From an optimization exercise on the open Yosys and OpenROAD flow, aimed at small area, a short achievable clock period and few clock cycles; shortcuts taken in it are not production practice. In this exercise RTL edits were held to simulation tests only and were not proved equivalent to the original. Power and IR drop assume default switching activity.

Setup of v19:
Design single_cycle_risc, start of the top module:
module single_cycle_risc (
  input         clk,
  input         rst,
  output [31:0] imem_addr,
  input  [31:0] imem_data,
  output        wb_valid,
  output [4:0]  wb_rd,
  output [31:0] wb_data
);
clock: 25.0 ns
lec_check: 0
cap_margin: 30
cell_pad_in_sites_detail_placement: 1
cell_pad_in_sites_global_placement: 2
core_margin: 2
core_utilization: 40
place_density: 0.5
slew_margin: 30
synth_hierarchical: 1
standard.sh (not shown) runs the stock make flow with config.mk's settings and CLKGATE_MAP_FILE= SYNTH_SCRIPT=/design/flow/synth_recipe.tcl, a recipe that flattens the netlist after the stock synthesis.
==> flow/flow/run.sh <==
#!/bin/bash
# Layout: the standard ORFS flow (standard.sh), with
#  - timing repair aimed well below the design's clock period (a setup-slack
#    margin), so that the period the layout achieves gets optimised;
#  - port buffers of a stronger cell than the default delay buffer;
set -euo pipefail
CTS="-sink_clustering_enable -repair_clock_nets -sink_clustering_size 26 -sink_clustering_max_diameter 100 -dont_use_dummy_load -buf_list {sky130_fd_sc_hd__clkbuf_8 sky130_fd_sc_hd__clkbuf_16}"
bash standard.sh SETUP_SLACK_MARGIN=${MARGIN:-18.5} TNS_END_PERCENT=${TNS:-5} \
  "BUFFER_PORTS_ARGS=-buffer_cell sky130_fd_sc_hd__buf_4" "CTS_ARGS=$CTS" finish > standard_flow.log 2>&1
v19: PASS, flow complete, no timing, DRC or antenna violations
Testbench counts of v19, summed over its fixed seeds: cycles 32,822.
Relative to v19, the following input files were edited for v25:
Settings: a change of CELL_PAD_IN_SITES_DETAIL_PLACEMENT from 1 to 0; a change of CELL_PAD_IN_SITES_GLOBAL_PLACEMENT from 2 to 0.
diff --git a/flow/flow/run.sh b/flow/flow/run.sh
--- a/flow/flow/run.sh
+++ b/flow/flow/run.sh
@@ -7,2 +7,2 @@
-CTS="-sink_clustering_enable -repair_clock_nets -sink_clustering_size 26 -sink_clustering_max_diameter 100 -dont_use_dummy_load -buf_list {sky130_fd_sc_hd__clkbuf_8 sky130_fd_sc_hd__clkbuf_16}"
-bash standard.sh SETUP_SLACK_MARGIN=${MARGIN:-18.5} TNS_END_PERCENT=${TNS:-5} \
+CTS="-sink_clustering_enable -repair_clock_nets -sink_clustering_size 20 -sink_clustering_max_diameter 100 -dont_use_dummy_load -buf_list {sky130_fd_sc_hd__clkbuf_8 sky130_fd_sc_hd__clkbuf_16}"
+bash standard.sh SETUP_SLACK_MARGIN=${MARGIN:-18.5} TNS_END_PERCENT=${TNS:-0} \
Findings:
- Higher portion of total power attributed to sequential cells was reported by v19, not v25.
- The run with more routed wire is v19, not v25.
- Sum of negative setup slack: v19 vs v25, no meaningful difference
- | cell count | v25 vs v19 | ≈ equal |
- | net load switching power | lower: v19 |
- As far as total vias in the final route is concerned, v25 and v19 perform about the same.
- Diff v19 -> v25 | worst setup slack after layout | decrease of 0.19 ns
- For v25, the cell type of the slowest stage on the worst timing path was sky130_fd_sc_hd__nor3_4, unlike v19, where it was sky130_fd_sc_hd__a222oi_1.
[inputs] v36 vs v25
Settings: GPL_TIMING_DRIVEN: unset -> 0; CELL_PAD_IN_SITES_GLOBAL_PLACEMENT: 0 -> 2; CELL_PAD_IN_SITES_DETAIL_PLACEMENT: 0 -> 1.
diff --git a/flow/flow/run.sh b/flow/flow/run.sh
--- a/flow/flow/run.sh
+++ b/flow/flow/run.sh
@@ -7 +7 @@
-CTS="-sink_clustering_enable -repair_clock_nets -sink_clustering_size 20 -sink_clustering_max_diameter 100 -dont_use_dummy_load -buf_list {sky130_fd_sc_hd__clkbuf_8 sky130_fd_sc_hd__clkbuf_16}"
+CTS="-sink_clustering_enable -repair_clock_nets -sink_clustering_size 26 -sink_clustering_max_diameter 100 -dont_use_dummy_load -buf_list {sky130_fd_sc_hd__clkbuf_8 sky130_fd_sc_hd__clkbuf_16}"
## What came out
Of v36 and v25, the higher global-route wire length before repair belongs to v36.
From v25 to v36, instance count along the most critical hold path did not move at all.
[compare] base=v25 new=v36: fraction of power consumed by the clock network decreased 2.0 points; estimated wirelength of the detail-placed design rose 68 mm; routed wire length on met3 lost about 1.1%.
Worst-case clock skew, v36 and v25: smaller value in v25
Share of the clock period used by the worst path, v36 and v25: higher on v36
Relative to v25, the initial antenna violation count of v36 is higher by 5.
Total detailed-routing wirelength | v36 above v25
[inputs] v50 vs v36
Settings: PLACE_DENSITY: 0.5 -> 0.45; GPL_TIMING_DRIVEN: 0 -> unset.
[summary]
- v50 finished end to end and its layout was clean on timing, DRC and antenna.
- v50 has wire length below what v36 had.
- Non-clock buffer instance count of the final layout: v50 lower than v36
- Where post-place setup slack is concerned, v36 is outperformed by v50.
- Re sequential share of layout area: v50 is 2.4 points up on v36.
- Diff v50 and v36: shortest clock period the worst path allows after layout higher in v36
- On count of multi-input gates, v50 and v36 are neck and neck.
- Reported for v50 and v36, area of the die turned out identical to the last digit.
- Overall fraction of global-route tracks in use, v50 and v36: higher on v36
- Between v50 and v36, the area fraction of clock buffers and clock inverters figures differ only marginally.
- v50 vs v36: static power due to leakage down by a few percent
- Summary — multi-input logic portion of the cell area, v50 relative to v36: higher, by 1.9 points.

* * *

== job 2522 ==
single_cycle_risc again, from the RTL that the note above started with.
clock: 25.0 ns
lec_check: 0
cap_margin: 30
cell_pad_in_sites_detail_placement: 1
cell_pad_in_sites_global_placement: 2
core_margin: 2
core_utilization: 40
place_density: 0.5
slew_margin: 30
synth_hierarchical: 1
==> flow/flow/run.sh <==
#!/bin/bash
# Layout: the standard ORFS flow (standard.sh), with
#  - timing repair aimed well below the design's clock period (a setup-slack
#    margin), so that the period the layout achieves gets optimised;
#  - port buffers of a stronger cell than the default delay buffer;
set -euo pipefail
CTS="-sink_clustering_enable -repair_clock_nets -sink_clustering_size 26 -sink_clustering_max_diameter 100 -dont_use_dummy_load -buf_list {sky130_fd_sc_hd__clkbuf_8 sky130_fd_sc_hd__clkbuf_16}"
bash standard.sh SETUP_SLACK_MARGIN=${MARGIN:-18.5} TNS_END_PERCENT=${TNS:-20} \
  "BUFFER_PORTS_ARGS=-buffer_cell sky130_fd_sc_hd__buf_4" "CTS_ARGS=$CTS" finish > standard_flow.log 2>&1
Job 2522 reached the end of the flow, and the finished layout is clean on the timing, DRC and antenna checks.
Testbench counts of job 2522, summed over its fixed seeds: cycles 32,822.
diff inputs: job 2522 => job 5319
# job 2522
export LEC_CHECK = 0
export CAP_MARGIN = 30
export CELL_PAD_IN_SITES_DETAIL_PLACEMENT = 1
export CELL_PAD_IN_SITES_GLOBAL_PLACEMENT = 2
export CORE_MARGIN = 2
export CORE_UTILIZATION = 40
export PLACE_DENSITY = 0.5
export SLEW_MARGIN = 30
export SYNTH_HIERARCHICAL = 1
create_clock -name core_clock -period 25.0 [get_ports {clk}]
# job 5319
export LEC_CHECK = 0
export CAP_MARGIN = 30
export CELL_PAD_IN_SITES_DETAIL_PLACEMENT = 1
export CELL_PAD_IN_SITES_GLOBAL_PLACEMENT = 2
export CORE_MARGIN = 2
export CORE_UTILIZATION = 40
export PLACE_DENSITY = 0.55
export SLEW_MARGIN = 30
export SYNTH_HIERARCHICAL = 1
create_clock -name core_clock -period 25.0 [get_ports {clk}]
diff --git a/flow/flow/run.sh b/flow/flow/run.sh
--- a/flow/flow/run.sh
+++ b/flow/flow/run.sh
@@ -8 +8 @@
-bash standard.sh SETUP_SLACK_MARGIN=${MARGIN:-18.5} TNS_END_PERCENT=${TNS:-20} \
+bash standard.sh SETUP_SLACK_MARGIN=${MARGIN:-18.5} TNS_END_PERCENT=${TNS:-0} \
==> comparison <==
Job 5319 ended with more worst clock skew on the final layout than job 2522.
Reported for job 2522 and job 5319, remaining antenna violation count after routing turned out identical to the last digit.
The clock distribution power was comparable across job 2522 and job 5319.
Delta (job 5319 minus job 2522): total power shows a reduction of about 0.9%, delay contributed by the slowest stage of the critical path shows an increase of 0.11 ns, leakage power figure shows a reduction of 1.5%.
[inputs] job 1803 vs job 5319
# job 5319
export LEC_CHECK = 0
export CAP_MARGIN = 30
export CELL_PAD_IN_SITES_DETAIL_PLACEMENT = 1
export CELL_PAD_IN_SITES_GLOBAL_PLACEMENT = 2
export CORE_MARGIN = 2
export CORE_UTILIZATION = 40
export PLACE_DENSITY = 0.55
export SLEW_MARGIN = 30
export SYNTH_HIERARCHICAL = 1
create_clock -name core_clock -period 25.0 [get_ports {clk}]
# job 1803
export LEC_CHECK = 0
export CAP_MARGIN = 30
export CELL_PAD_IN_SITES_DETAIL_PLACEMENT = 1
export CELL_PAD_IN_SITES_GLOBAL_PLACEMENT = 2
export CORE_MARGIN = 2
export CORE_UTILIZATION = 40
export PLACE_DENSITY = 0.5
export SLEW_MARGIN = 30
export SYNTH_HIERARCHICAL = 1
create_clock -name core_clock -period 25.0 [get_ports {clk}]
diff --git a/flow/flow/run.sh b/flow/flow/run.sh
--- a/flow/flow/run.sh
+++ b/flow/flow/run.sh
@@ -7 +7 @@
-CTS="-sink_clustering_enable -repair_clock_nets -sink_clustering_size 26 -sink_clustering_max_diameter 100 -dont_use_dummy_load -buf_list {sky130_fd_sc_hd__clkbuf_8 sky130_fd_sc_hd__clkbuf_16}"
+CTS="-sink_clustering_enable -repair_clock_nets -sink_clustering_size 20 -sink_clustering_max_diameter 100 -dont_use_dummy_load -buf_list {sky130_fd_sc_hd__clkbuf_8 sky130_fd_sc_hd__clkbuf_16}"
[summary]
Portion of the layout cell area used by non-clock buffers across job 1803 and job 5319: no real change.
Compared with job 5319, job 1803 is hungrier on power.
Status: final layout net count parity (job 5319, job 1803)
Delta (job 1803 minus job 5319): synthesized netlist net count ~0 delta, design area +about 0.5%.
Diff job 5319..job 1803 | hold path depth | unchanged
Changes observed in job 1803 relative to job 5319: area of combinational cells with multiple inputs ~0 delta; number of fill cells in the layout ~0 delta.
## Diff of input files: job 2797 against job 1803
# job 1803
export LEC_CHECK = 0
export CAP_MARGIN = 30
export CELL_PAD_IN_SITES_DETAIL_PLACEMENT = 1
export CELL_PAD_IN_SITES_GLOBAL_PLACEMENT = 2
export CORE_MARGIN = 2
export CORE_UTILIZATION = 40
export PLACE_DENSITY = 0.5
export SLEW_MARGIN = 30
export SYNTH_HIERARCHICAL = 1
create_clock -name core_clock -period 25.0 [get_ports {clk}]
# job 2797
export LEC_CHECK = 0
export CAP_MARGIN = 30
export CELL_PAD_IN_SITES_DETAIL_PLACEMENT = 1
export CELL_PAD_IN_SITES_GLOBAL_PLACEMENT = 2
export CORE_MARGIN = 2
export CORE_UTILIZATION = 40
export GPL_ROUTABILITY_DRIVEN = 0
export PLACE_DENSITY = 0.5
export SLEW_MARGIN = 30
export SYNTH_HIERARCHICAL = 1
create_clock -name core_clock -period 25.0 [get_ports {clk}]
diff --git a/flow/flow/run.sh b/flow/flow/run.sh
--- a/flow/flow/run.sh
+++ b/flow/flow/run.sh
@@ -7 +7 @@
-CTS="-sink_clustering_enable -repair_clock_nets -sink_clustering_size 20 -sink_clustering_max_diameter 100 -dont_use_dummy_load -buf_list {sky130_fd_sc_hd__clkbuf_8 sky130_fd_sc_hd__clkbuf_16}"
+CTS="-sink_clustering_enable -repair_clock_nets -sink_clustering_size 26 -sink_clustering_max_diameter 100 -dont_use_dummy_load -buf_list {sky130_fd_sc_hd__clkbuf_8 sky130_fd_sc_hd__clkbuf_16}"
- Compared with job 1803, job 2797 shows a lower global-route track usage on met2.
- Cmp job 1803 and job 2797 / part of the power in registers / higher: job 2797
- Non-clock buffer count: job 2797 vs job 1803 up about 6%
- Job 2797 -> job 1803: number of instances in the synthesized netlist delta 0, exact match
- Going from job 1803 to job 2797, number of detailed-route iterations in the first pass down 4; worst setup slack after layout shows a reduction of 0.19 ns; total global-route track usage was more or less identical.
- There was hardly any difference in via count between job 2797 and job 1803.
- | fraction of layout cells with a size suffix above 1 | job 2797 vs job 1803 | 0.19 points lower |
- Taking job 1803 as the reference, in job 2797 number of cells after detailed placement neither gained nor lost much; cell area after layout lost about 0.5%.
[inputs] job 8145 vs job 2797
# job 2797
export LEC_CHECK = 0
export CAP_MARGIN = 30
export CELL_PAD_IN_SITES_DETAIL_PLACEMENT = 1
export CELL_PAD_IN_SITES_GLOBAL_PLACEMENT = 2
export CORE_MARGIN = 2
export CORE_UTILIZATION = 40
export GPL_ROUTABILITY_DRIVEN = 0
export PLACE_DENSITY = 0.5
export SLEW_MARGIN = 30
export SYNTH_HIERARCHICAL = 1
create_clock -name core_clock -period 25.0 [get_ports {clk}]
# job 8145
export LEC_CHECK = 0
export CAP_MARGIN = 30
export CELL_PAD_IN_SITES_DETAIL_PLACEMENT = 1
export CELL_PAD_IN_SITES_GLOBAL_PLACEMENT = 2
export CORE_MARGIN = 2
export CORE_UTILIZATION = 40
export PLACE_DENSITY = 0.5
export SLEW_MARGIN = 30
export SYNTH_HIERARCHICAL = 1
create_clock -name core_clock -period 25.0 [get_ports {clk}]
Results
- Between job 8145 and job 2797, the cell area after layout does not differ in any meaningful way.
- For job 2797, the launching instance or port of the critical path was imem_data[17], unlike job 8145, where it was imem_data[16].
- On critical path depth, the higher figure sits with job 8145, not job 2797.
- Number of detailed-route iterations in the first pass in job 8145 is 5 higher than in job 2797
- Sort job 8145 and job 2797 by worst supply voltage drop on vdd, ascending, and job 8145 comes first.
- Job 8145 and job 2797 ended up with roughly the same number of fill cells in the layout.

## re-timing with driven ports
The flow's constraints put no driver on any port. The routed layouts listed below were extracted and timed again, unchanged, in two steps.
Step 1: set_driving_cell puts a clkbuf_16 on clk and a buf_2 on each other input, an assumption about the parent block.
Step 2 moves the port delays by t, midway between the first and last clock arrival at a register: inputs arrive t later, outputs are due t later. That takes back most of the time a late clock gives input paths.
Three values: ideal ports, drivers, drivers and shift; two values: the first two.
run | shift t [ns] | slack for setup (ns) | worst hold slack (ns) | worst setup path at the end | cell pins on the clock port's net
v19 | 0.793 | 17.846 / 17.911 / 17.118 | 0.402 / 0.402 / 0.402 | input to register | 1
v25 | 0.783 | 17.654 / 17.689 / 16.906 | 0.408 / 0.408 / 0.408 | input to register | 1
v36 | 0.766 | 17.478 / 17.545 / 16.779 | 0.391 / 0.391 / 0.391 | input to register | 1
v50 | 0.780 | 17.814 / 17.881 / 17.101 | 0.399 / 0.399 / 0.399 | input to register | 1
job 2522 | 0.789 | 17.821 / 17.846 / 17.056 | 0.400 / 0.400 / 0.400 | input to register | 1
job 5319 | 0.780 | 17.814 / 17.881 / 17.101 | 0.399 / 0.399 / 0.399 | input to register | 1
job 1803 | 0.801 | 17.830 / 17.867 / 17.066 | 0.419 / 0.419 / 0.419 | input to register | 1
job 2797 | 0.781 | 17.645 / 17.713 / 16.932 | 0.401 / 0.401 / 0.401 | input to register | 1
job 8145 | 0.780 | 17.814 / 17.881 / 17.101 | 0.399 / 0.399 / 0.399 | input to register | 1
After both steps setup and hold are still met in every run listed. For job 2522, which loses most, drivers alone change the setup slack by +0.025 ns; drivers and shift together by -0.765 ns.
